Background: an optimization exercise with open tools, aiming at small area. Do not read the settings as production practice. At most, simulation tests tie the RTL to the original design; equivalence was not proved. The clock port is modelled as an ideal driver; clocking choices that lean on that would not hold on a real chip. Power figures rest on the tool's default switching activity, not on a simulated workload.

==> flow/design.v (excerpt) <==
module ControlUnit (
    input  wire        clk,
    input  wire [31:0] data_in,
    output wire [31:0] data_out
);
Settings: LEC_CHECK=0, CAP_MARGIN=20, CORE_MARGIN=2, CORE_UTILIZATION=70, PLACE_DENSITY=0.85, SLEW_MARGIN=20; clock period 200.0 ns.
standard.sh (not shown) runs the stock make flow with config.mk's settings and CLKGATE_MAP_FILE= SYNTH_SCRIPT=/design/flow/synth_recipe.tcl, a recipe that flattens the netlist after the stock synthesis.
==> flow/flow/run.sh <==
#!/bin/bash
# Own layout flow: the standard ORFS flow (the standard.sh), with
#  - synthesis: ORFS's synth.tcl, only the ABC script replaced by flow/area.abc
#  - 1x port buffers, one tie cell per constant, no timing-driven placement
#    buffers, and a small clock tree without dummy loads.
set -euo pipefail
W=$(pwd)
F=$W/flow
sed 's#^source \$::env(SCRIPTS_DIR)/synth_preamble.tcl#source $::env(SCRIPTS_DIR)/synth_preamble.tcl\nlset abc_args 1 '"$F"'/area.abc#' \
    "$FLOW_HOME/scripts/synth.tcl" > "$W/own_synth.tcl"
grep -q "lset abc_args 1" "$W/own_synth.tcl"
sed 's#\$::env(SCRIPTS_DIR)/synth.tcl#'"$W"'/own_synth.tcl#' "$W/synth_recipe.tcl" > "$W/own_synth_recipe.tcl"
grep -q own_synth.tcl "$W/own_synth_recipe.tcl"
bash "$W/standard.sh" \
    SYNTH_SCRIPT="$W/own_synth_recipe.tcl" \
    BUFFER_PORTS_ARGS="-buffer_cell sky130_fd_sc_hd__buf_1" \
    SKIP_REPAIR_TIE_FANOUT=1 \
    REMOVE_ABC_BUFFERS=1 \
    SYNTH_HIERARCHICAL=1 \
    GPL_TIMING_DRIVEN=0 \
    CTS_ARGS="-sink_clustering_enable -repair_clock_nets -dont_use_dummy_load -buf_list sky130_fd_sc_hd__clkbuf_2" \
    POST_CTS_TCL="$F/post_cts.tcl" \
    finish > "$W/own_flow.log" 2>&1
==> flow/flow/area.abc <==
strash
&get -n
&deepsyn -T 120 -S 2
&put
dch -f
amap
strash
dch -f
amap
==> flow/flow/post_cts.tcl <==
proc own_fix_clock_slew {target} {
  set sizes {sky130_fd_sc_hd__clkbuf_1 sky130_fd_sc_hd__clkbuf_2 sky130_fd_sc_hd__clkbuf_4 sky130_fd_sc_hd__clkbuf_8 sky130_fd_sc_hd__clkbuf_16}
  for {set pass 0} {$pass < 8} {incr pass} {
    estimate_parasitics -placement
    set todo {}
    foreach pin [get_pins -hierarchical */CLK] {
      if {[get_property $pin slew_max] > $target} {
        set net [get_nets -of_objects $pin]
        foreach drv [get_pins -of_objects $net -filter "direction == output"] {
          set name [get_full_name [get_cells -of_objects $drv]]
          if {[lsearch $todo $name] < 0} { lappend todo $name }
        }
      }
    }
    set changed 0
    foreach name $todo {
      set inst [get_cells $name]
      set master [get_property $inst ref_name]
      set idx [lsearch $sizes $master]
      if {$idx >= 0 && $idx < [llength $sizes] - 1} {
        puts "own_fix_clock_slew: $name $master -> [lindex $sizes [expr {$idx + 1}]]"
        replace_cell $inst [lindex $sizes [expr {$idx + 1}]]
        set changed 1
      }
    }
    if {!$changed} break
  }
  detailed_placement
  check_placement -verbose
  estimate_parasitics -placement
}
own_fix_clock_slew 0.09
==> next run, changes <==
--- a/flow/flow/post_cts.tcl
+++ b/flow/flow/post_cts.tcl
@@ -31,2 +31,2 @@
 }
-own_fix_clock_slew 0.09
+own_fix_clock_slew 0.105
Result:
- worst hold slack hardly moves
- routed wire length goes down slightly
- power goes down by a few percent
- die area is unchanged
- clock power goes down by about a fifth
- critical path depth stays the same
- non-clock buffer count is unchanged
- combinational power goes down slightly
- via count is unchanged
- final cell count is unchanged
==> next run, changes <==
--- a/flow/flow/post_cts.tcl
+++ b/flow/flow/post_cts.tcl
@@ -31,2 +31,2 @@
 }
-own_fix_clock_slew 0.105
+own_fix_clock_slew 0.10
- CORE_UTILIZATION: 70 -> 85
- PLACE_DENSITY: 0.85 -> 0.92
Combinational power came out higher by about 10%.
Core utilization came out higher by 18 points.
Die area came out lower by 17%.
==> next run, changes <==
- CORE_UTILIZATION: 85 -> 60
- PLACE_DENSITY: 0.92 -> 0.75
Effect: Power goes down by about 6%. Global-route usage goes down by 29 points. Non-clock buffer count is unchanged.

---

## run D
ControlUnit again, from the RTL that the note above started with.
## ControlUnit
module ControlUnit (
    input  wire        clk,
    input  wire [31:0] data_in,
    output wire [31:0] data_out
);
==> flow/config.mk <==
export PLATFORM = sky130hd
export DESIGN_NAME = ControlUnit
export DESIGN_NICKNAME = ControlUnit
export VERILOG_FILES = /design/flow/design.v
export SDC_FILE = /design/flow/constraint.sdc
export NUM_CORES = 8
export LEC_CHECK = 0
export CAP_MARGIN = 20
export CORE_MARGIN = 2
export CORE_UTILIZATION = 70
export PLACE_DENSITY = 0.85
export SLEW_MARGIN = 20
==> flow/constraint.sdc <==
create_clock -name core_clock -period 200.0 [get_ports {clk}]
set_input_delay 40.0000 -clock core_clock [delete_from_list [all_inputs] [get_ports {clk}]]
set_output_delay 40.0000 -clock core_clock [all_outputs]
set_load 0.01 [all_outputs]
==> flow/flow/post_cts.tcl <==
proc own_fix_clock_slew {target} {
  set sizes {sky130_fd_sc_hd__clkbuf_1 sky130_fd_sc_hd__clkbuf_2 sky130_fd_sc_hd__clkbuf_4 sky130_fd_sc_hd__clkbuf_8 sky130_fd_sc_hd__clkbuf_16}
  for {set pass 0} {$pass < 8} {incr pass} {
    estimate_parasitics -placement
    set todo {}
    foreach pin [get_pins -hierarchical */CLK] {
      if {[get_property $pin slew_max] > $target} {
        set net [get_nets -of_objects $pin]
        foreach drv [get_pins -of_objects $net -filter "direction == output"] {
          set name [get_full_name [get_cells -of_objects $drv]]
          if {[lsearch $todo $name] < 0} { lappend todo $name }
        }
      }
    }
    set changed 0
    foreach name $todo {
      set inst [get_cells $name]
      set master [get_property $inst ref_name]
      set idx [lsearch $sizes $master]
      if {$idx >= 0 && $idx < [llength $sizes] - 1} {
        puts "own_fix_clock_slew: $name $master -> [lindex $sizes [expr {$idx + 1}]]"
        replace_cell $inst [lindex $sizes [expr {$idx + 1}]]
        set changed 1
      }
    }
    if {!$changed} break
  }
  detailed_placement
  check_placement -verbose
  estimate_parasitics -placement
}
own_fix_clock_slew 0.10
Scripts as last shown in full above: flow/flow/run.sh, flow/flow/area.abc
The final layout from run D, which completed every stage, passed the timing, design-rule and antenna checks at the end of the flow.
Inputs modified between run D and run G:
Settings: swapping 20 for 0 in CAP_MARGIN; swapping 20 for 0 in SLEW_MARGIN.
### Flow results
- The number of fillers in the final layout reported for run G is smaller than that of run D by 17.
- [diff] final setup slack of the worst path, run G relative to run D: regression
- Summary — clock network area share, run G relative to run D: higher, by 0.18 points.
- Of run G and run D, run G shows the higher final instance area, with run D below it.
- Global-route wire length before repair delta (run G − run D): favourable
- Area added between synthesis and finish: run G > run D
- Sort run G and run D by routed length per instance desc -> top: run D

---

the reference run:
Another version of the RTL of ControlUnit (not shown whole).
For scale: roughly 580 cells after synthesis, ~62 flip-flops, about 65 I/O pins.
export LEC_CHECK = 0
export ABC_AREA = 1
export CAP_MARGIN = 20
export CORE_MARGIN = 2
export CORE_UTILIZATION = 40
export PLACE_DENSITY_LB_ADDON = 0.1
export SLEW_MARGIN = 20
create_clock -name core_clock -period 200.0 [get_ports {clk}]
run.sh (not shown) runs the stock make flow with config.mk's settings and CLKGATE_MAP_FILE= SYNTH_SCRIPT=/design/flow/synth_recipe.tcl, a recipe that flattens the netlist after the stock synthesis.
Stock flow here: none of the scripts above is used.
No stage failed in the reference run, and the final checks on the layout all came back clean.
What the trial run does differently from the reference run at the input level:
Settings: clearing ABC_AREA, which used to be 1.
Notes after the runs:
The trial run vs. the reference run: utilization has increased, met2 wire length has decreased, number of well taps has decreased, clock network area share has decreased, worst-case vdd ir drop has decreased.
Going from the reference run to the trial run, non-clock buffering overhead in the final layout rose 0.41 points; global-route usage over all layers -0.60 points; core area decreased 420 sq um; design area went down by 150 sq um.
The trial run — layout multi-input combinational cell count about 16% lower, the reference run as reference
Higher fraction of power spent switching nets goes to the reference run over the trial run.

---

ControlUnit, a different RTL version from the one above (not shown whole).
Size: roughly 500 cells after synthesis, about 61 flip-flops, about 4300 um2 of cells after synthesis.
Settings: LEC_CHECK=0, CAP_MARGIN=20, CORE_MARGIN=2, CORE_UTILIZATION=40, PLACE_DENSITY_LB_ADDON=0.1, SLEW_MARGIN=20; clock period 200.0 ns.
Change:
==> flow/flow/run.sh (new file) <==
#!/bin/bash
# Own layout flow: the standard ORFS flow (the standard.sh), with
#  - synthesis: ORFS's synth.tcl, only the ABC script replaced by flow/area.abc
#  - 1x port buffers, one tie cell per constant, no timing-driven placement
#    buffers, and a small clock tree without dummy loads.
set -euo pipefail
W=$(pwd)
F=$W/flow
sed 's#^source \$::env(SCRIPTS_DIR)/synth_preamble.tcl#source $::env(SCRIPTS_DIR)/synth_preamble.tcl\nlset abc_args 1 '"$F"'/area.abc#' \
    "$FLOW_HOME/scripts/synth.tcl" > "$W/own_synth.tcl"
grep -q "lset abc_args 1" "$W/own_synth.tcl"
sed 's#\$::env(SCRIPTS_DIR)/synth.tcl#'"$W"'/own_synth.tcl#' "$W/synth_recipe.tcl" > "$W/own_synth_recipe.tcl"
grep -q own_synth.tcl "$W/own_synth_recipe.tcl"
bash "$W/standard.sh" \
    SYNTH_SCRIPT="$W/own_synth_recipe.tcl" \
    BUFFER_PORTS_ARGS="-buffer_cell sky130_fd_sc_hd__buf_1" \
    SKIP_REPAIR_TIE_FANOUT=1 \
    REMOVE_ABC_BUFFERS=1 \
    GPL_TIMING_DRIVEN=0 \
    CTS_ARGS="-sink_clustering_enable -repair_clock_nets -dont_use_dummy_load -buf_list sky130_fd_sc_hd__clkbuf_4" \
    finish > "$W/own_flow.log" 2>&1
==> flow/flow/area.abc (new file) <==
strash
dch -f
amap
strash
dch -f
amap
==> flow/standard.sh (new file) <==
#!/bin/bash
# synth_recipe.tcl (not shown) runs the flow's synth.tcl, then flattens the netlist and writes it again
# the make line also repeats each setting of config.mk as NAME=value (left out here)
make -C /OpenROAD-flow-scripts/flow DESIGN_CONFIG=/design/flow/config.mk WORK_HOME=/design/flow/orfs CLKGATE_MAP_FILE= SYNTH_SCRIPT=/design/flow/synth_recipe.tcl "${@:-finish}"
removed: flow/run.sh
Setup slack gains 0.28 ns.
Worst hold slack loses 0.014 ns.
Final area goes down by a quarter to a third.
Clock skew goes up by 0.014 ns.
Routed wire length goes down by a quarter to a third.
Count of clock-buffer cells in the layout does not change.
Clock power goes down by well over a third.
Die area goes down by about a fifth.
Power goes down by about a fifth.
First-iteration DRC count goes up by a few percent.
Change:
==> flow/flow/run.sh (replaced) <==
#!/bin/bash
# Own layout flow: the standard ORFS flow, with an area-oriented ABC script,
# small port buffers and a small clock tree.
set -euo pipefail
W=$(pwd)
F=$W/flow
# ORFS synthesis, but with our ABC script
sed 's#^source \$::env(SCRIPTS_DIR)/synth_preamble.tcl#source $::env(SCRIPTS_DIR)/synth_preamble.tcl\nlset abc_args 1 '"$F"'/area.abc#' \
    "$FLOW_HOME/scripts/synth.tcl" > "$W/own_synth.tcl"
grep -q "lset abc_args 1" "$W/own_synth.tcl"
sed 's#\$::env(SCRIPTS_DIR)/synth.tcl#'"$W"'/own_synth.tcl#' "$W/synth_recipe.tcl" > "$W/own_synth_recipe.tcl"
grep -q own_synth.tcl "$W/own_synth_recipe.tcl"
bash "$W/standard.sh" \
    SYNTH_SCRIPT="$W/own_synth_recipe.tcl" \
    BUFFER_PORTS_ARGS="-buffer_cell sky130_fd_sc_hd__buf_1" \
    CTS_ARGS="-sink_clustering_enable -repair_clock_nets -dont_use_dummy_load -buf_list sky130_fd_sc_hd__clkbuf_4" \
    finish > "$W/own_flow.log" 2>&1
==> flow/flow/area.abc (replaced) <==
strash
dch -f
amap
GPL_TIMING_DRIVEN = 0   (was unset)
Combinational power goes down by 2.4%.
Clock-buffer cell count is unchanged.
Setup slack is worse by 0.26 ns.
Utilization goes up by 2.0 points.
Wire length goes up by 0.70%.
Synthesized cell count goes down by 1.0%.
Register-to-register slack is worse by 0.17 ns.

---

ControlUnit, a different RTL version from the one above (not shown whole).
For scale: roughly 400 cells after synthesis, about 65 I/O pins, about 3400 µm² of cells after synthesis.
export LEC_CHECK = 0
export CAP_MARGIN = 20
export CORE_MARGIN = 2
export CORE_UTILIZATION = 70
export PLACE_DENSITY = 0.85
export SLEW_MARGIN = 20
create_clock -name core_clock -period 200.0 [get_ports {clk}]
standard.sh (not shown) runs the stock make flow with config.mk's settings and CLKGATE_MAP_FILE= SYNTH_SCRIPT=/design/flow/synth_recipe.tcl, a recipe that flattens the netlist after the stock synthesis.
==> flow/flow/run.sh <==
#!/bin/bash
# Own layout flow: the standard ORFS flow (the standard.sh), with
#  - synthesis: ORFS's synth.tcl, only the ABC script replaced by flow/area.abc
#  - 1x port buffers, one tie cell per constant, no timing-driven placement
#    buffers, and a small clock tree without dummy loads.
set -euo pipefail
W=$(pwd)
F=$W/flow
sed 's#^source \$::env(SCRIPTS_DIR)/synth_preamble.tcl#source $::env(SCRIPTS_DIR)/synth_preamble.tcl\nlset abc_args 1 '"$F"'/area.abc#' \
    "$FLOW_HOME/scripts/synth.tcl" > "$W/own_synth.tcl"
grep -q "lset abc_args 1" "$W/own_synth.tcl"
sed 's#\$::env(SCRIPTS_DIR)/synth.tcl#'"$W"'/own_synth.tcl#' "$W/synth_recipe.tcl" > "$W/own_synth_recipe.tcl"
grep -q own_synth.tcl "$W/own_synth_recipe.tcl"
bash "$W/standard.sh" \
    SYNTH_SCRIPT="$W/own_synth_recipe.tcl" \
    BUFFER_PORTS_ARGS="-buffer_cell sky130_fd_sc_hd__buf_1" \
    SKIP_REPAIR_TIE_FANOUT=1 \
    REMOVE_ABC_BUFFERS=1 \
    GPL_TIMING_DRIVEN=0 \
    CTS_ARGS="-sink_clustering_enable -repair_clock_nets -dont_use_dummy_load -buf_list sky130_fd_sc_hd__clkbuf_2" \
    POST_CTS_TCL="$F/post_cts.tcl" \
    finish > "$W/own_flow.log" 2>&1
==> flow/flow/area.abc <==
strash
&get -n
&deepsyn -T 120 -S 2
&put
dch -f
amap
strash
dch -f
amap
==> flow/flow/post_cts.tcl <==
proc own_fix_clock_slew {target} {
  set sizes {sky130_fd_sc_hd__clkbuf_1 sky130_fd_sc_hd__clkbuf_2 sky130_fd_sc_hd__clkbuf_4 sky130_fd_sc_hd__clkbuf_8 sky130_fd_sc_hd__clkbuf_16}
  for {set pass 0} {$pass < 8} {incr pass} {
    estimate_parasitics -placement
    set todo {}
    foreach pin [get_pins -hierarchical */CLK] {
      if {[get_property $pin slew_max] > $target} {
        set net [get_nets -of_objects $pin]
        foreach drv [get_pins -of_objects $net -filter "direction == output"] {
          set name [get_full_name [get_cells -of_objects $drv]]
          if {[lsearch $todo $name] < 0} { lappend todo $name }
        }
      }
    }
    set changed 0
    foreach name $todo {
      set inst [get_cells $name]
      set master [get_property $inst ref_name]
      set idx [lsearch $sizes $master]
      if {$idx >= 0 && $idx < [llength $sizes] - 1} {
        puts "own_fix_clock_slew: $name $master -> [lindex $sizes [expr {$idx + 1}]]"
        replace_cell $inst [lindex $sizes [expr {$idx + 1}]]
        set changed 1
      }
    }
    if {!$changed} break
  }
  detailed_placement
  check_placement -verbose
  estimate_parasitics -placement
}
own_fix_clock_slew 0.105
The first run completed without violations.
Rerun with:
--- a/flow/flow/run.sh
+++ b/flow/flow/run.sh
@@ -18,5 +18,4 @@
     REMOVE_ABC_BUFFERS=1 \
     GPL_TIMING_DRIVEN=0 \
-    CTS_ARGS="-sink_clustering_enable -repair_clock_nets -dont_use_dummy_load -buf_list sky130_fd_sc_hd__clkbuf_2" \
-    POST_CTS_TCL="$F/post_cts.tcl" \
+    CTS_ARGS="-sink_clustering_enable -repair_clock_nets -dont_use_dummy_load -buf_list sky130_fd_sc_hd__clkbuf_4" \
     finish > "$W/own_flow.log" 2>&1
==> flow/flow/area.abc (replaced) <==
strash
dch -f
amap
strash
dch -f
amap
removed: flow/flow/post_cts.tcl
Wire length rose by 2.9%. Synthesized cell count goes up by 2.5%. Worst setup slack loses 0.48 ns. First-iteration DRC count shrinks by 28%. Utilization goes up by 1.1 points. Clock-buffer cell count is unchanged. Critical path depth grows by 4. Global-route usage increases by 0.23 points.
Rerun with:
==> flow/flow/area.abc (replaced) <==
strash
&get -n
&deepsyn -T 120 -S 2
&put
dch -f
amap
strash
dch -f
amap
=> The new run completed without violations. Worst setup slack gains 0.045 ns. Sequential cell count does not change. Power drops by a few percent. Global-route usage climbs by 0.88 points. Area after synthesis drops by a few percent. First-iteration DRC count climbs by well over a third. Die area drops by a few percent. Clock power climbs slightly. Utilization drops by 0.73 points. Sequential share of layout area climbs by 0.84 points. Clock-buffer cell count does not change.
Function was not checked in any run of this note: the RTL went through the layout flow alone.

## separate check: timing with driven ports
The results above use ideal ports. As a check the final layouts listed here were re-extracted and re-timed, cells and wires unchanged. Step 1 (the two cells are an assumption about what drives the block):
set clk [get_ports {clk}]
set_driving_cell -lib_cell sky130_fd_sc_hd__clkbuf_16 $clk
set_driving_cell -lib_cell sky130_fd_sc_hd__buf_2 [delete_from_list [all_inputs] $clk]
Step 2 also shifts input and output timing later by t, the mid clock arrival at the registers, as if the neighbouring blocks saw the same clock. a / b / c = no drivers / after step 1 / after step 2; a / b = the first two.
run | t (ns) | setup WS [ns] | worst setup path after step 2 | cell pins on the clock port's net
the first run of note 1 | 0.537 | 150.373 / 150.377 / 149.840 | input to register | 1
the second run of note 1 | 0.521 | 150.425 / 150.430 / 149.909 | input to register | 1
the third run of note 1 | 0.552 | 149.627 / 149.630 / 149.077 | input to register | 1
the fourth run of note 1 | 0.486 | 150.443 / 150.445 / 149.959 | input to register | 1
run D | 0.514 | 150.416 / 150.421 / 149.907 | input to register | 1
run G | 0.483 | 150.362 / 150.366 / 149.883 | input to register | 1
the reference run | 0.381 | 151.143 / 151.159 / 150.779 | input to register | 1
the trial run | 0.370 | 151.010 / 151.014 / 150.644 | input to register | 1
the first run of note 4 | 0.389 | 151.009 / 151.015 / 150.626 | input to register | 1
the second run of note 4 | 0.398 | 151.284 / 151.278 / 150.879 | input to register | 1
the third run of note 4 | 0.421 | 151.020 / 151.027 / 150.606 | input to register | 1
the first run of note 5 | 0.475 | 151.536 / 151.533 / 151.058 | input to register | 1
the second run of note 5 | 0.426 | 151.056 / 151.063 / 150.637 | input to register | 1
the third run of note 5 | 0.426 | 151.101 / 151.103 / 150.677 | input to register | 1
After both steps every run listed still meets setup and hold. For the third run of note 1, which loses most, drivers alone change the setup slack by +0.003 ns; drivers and shift together by -0.550 ns.
